This is an optimization exercise on Yosys and OpenROAD, whose aim is small area and a short achievable clock period, not a production implementation.
Function was checked by simulation only, so behaviour that the tests miss may differ from the original.

## oak
==> flow/design.v (excerpt) <==
module rotational_cordic (
  output logic data_out_rot,
  output logic [15:0] xprime,
  output logic [15:0] yprime,
  input logic [15:0] x,
  input logic [15:0] y,
  input logic [15:0] theta,
  input logic clk, reset, start
);
logic v0, n0_v;
logic signed [16:0] x0, n0_x;
logic signed [16:0] y0, n0_y;
logic [15:0] t0, n0_t;
logic v1, n1_v;
logic signed [16:0] x1, n1_x;
logic signed [16:0] y1, n1_y;
logic [15:0] t1, n1_t;
logic v2, n2_v;
logic signed [16:0] x2, n2_x;
logic signed [16:0] y2, n2_y;
logic [15:0] t2, n2_t;
logic v3, n3_v;
logic signed [16:0] x3, n3_x;
logic signed [16:0] y3, n3_y;
logic [15:0] t3, n3_t;
logic v4, n4_v;
logic signed [16:0] x4, n4_x;
logic signed [16:0] y4, n4_y;
logic [15:0] t4, n4_t;
logic v5, n5_v;
logic signed [16:0] x5, n5_x;
logic signed [16:0] y5, n5_y;
logic [10:0] t5, n5_t;
logic v6, n6_v;
logic signed [16:0] x6, n6_x;
logic signed [16:0] y6, n6_y;
logic [9:0] t6, n6_t;
logic v7, n7_v;
logic signed [16:0] x7, n7_x;
logic signed [16:0] y7, n7_y;
logic [8:0] t7, n7_t;
logic v8, n8_v;
logic signed [16:0] x8, n8_x;
logic signed [16:0] y8, n8_y;
logic [7:0] t8, n8_t;
logic v9, n9_v;
logic signed [16:0] x9, n9_x;
logic signed [16:0] y9, n9_y;
logic [6:0] t9, n9_t;
logic v10, n10_v;
logic signed [16:0] x10, n10_x;
logic signed [16:0] y10, n10_y;
logic [5:0] t10, n10_t;
logic v11, n11_v;
logic signed [16:0] x11, n11_x;
logic signed [16:0] y11, n11_y;
logic [4:0] t11, n11_t;
logic v12, n12_v;
logic signed [16:0] x12, n12_x;
logic signed [16:0] y12, n12_y;
logic [3:0] t12, n12_t;
logic v13, n13_v;
logic signed [16:0] x13, n13_x;
logic signed [16:0] y13, n13_y;
logic [2:0] t13, n13_t;
logic v14, n14_v;
logic signed [16:0] x14, n14_x;
logic signed [16:0] y14, n14_y;
logic [1:0] t14, n14_t;
logic v15, n15_v;
logic signed [16:0] x15, n15_x;
logic signed [16:0] y15, n15_y;
logic [0:0] t15, n15_t;
logic v16, n16_v;
logic signed [16:0] x16, n16_x;
logic signed [16:0] y16, n16_y;
logic v17, n17_v;
logic [16:0] xs17, n17_xs;
logic [16:0] xc17, n17_xc;
logic [0:0] xk17, n17_xk;
logic [16:0] ys17, n17_ys;
logic [16:0] yc17, n17_yc;
logic [0:0] yk17, n17_yk;
logic v18, n18_v;
logic [15:0] xo18, n18_xo;
  ...
Size in the first run: about 840 flip-flops.
export LEC_CHECK = 0
export CAP_MARGIN = 20
export CORE_MARGIN = 2
export CORE_UTILIZATION = 40
export SLEW_MARGIN = 20
create_clock -name core_clock -period 13.0 [get_ports {clk}]
standard.sh (not shown) runs the stock make flow with config.mk's settings and CLKGATE_MAP_FILE= SYNTH_SCRIPT=/design/flow/synth_recipe.tcl, a recipe that flattens the netlist after the stock synthesis.
==> flow/flow/run.sh <==
#!/bin/bash
set -euo pipefail
export BUFFER_PORTS_ARGS="-buffer_cell sky130_fd_sc_hd__buf_2"
bash standard.sh finish > standard.log 2>&1
The following lists how cedar was set up differently from oak:
==> flow/run.sh (new file) <==
#!/bin/bash
# synth_recipe.tcl (not shown) runs the flow's synth.tcl, then flattens the netlist and writes it again
# the make line also repeats each setting of config.mk as NAME=value (left out here)
make -C /OpenROAD-flow-scripts/flow DESIGN_CONFIG=/design/flow/config.mk WORK_HOME=/design/flow/orfs CLKGATE_MAP_FILE= SYNTH_SCRIPT=/design/flow/synth_recipe.tcl finish
removed: flow/flow/run.sh
removed: flow/standard.sh
## What came out
Delta (cedar minus oak): last weighted congestion value of the routability-driven placer has decreased; total standard cell area after synthesis ~0 delta.
cedar vs. oak: final cell count stayed essentially flat; routed wire length went down.
Of cedar and oak, it is cedar that has the higher design area.
Source of the critical timing path = xo18[3]: cedar; source of the critical timing path = yo18[0]: oak
cedar vs. oak: register-to-register setup slack now larger.

==> separate check: timing with driven ports <==
No port has a modelled driver above. Below, the same layouts with a new extraction and two added sets of constraints. Step 1 assumes that a clkbuf_16 drives the clock port and a buf_2 every other input. Step 2, shift: input delay + t, output delay - t, t = (earliest + latest rising clock arrival at the registers) / 2. This alone moves slack from input paths to output paths. Three values: no drivers, after step 1, after step 2; two values: the first two.
run | shift t [ns] | setup WS [ns] | worst hold slack (ns) | cell pins on the clock port's net
oak | 0.764 | 9.230 / 9.159 / 9.414 | 0.288 / 0.288 / 0.288 | 1
cedar | 0.737 | 8.887 / 8.819 / 9.426 | 0.321 / 0.321 / 0.321 | 1
After both steps setup and hold are still met in every run listed.
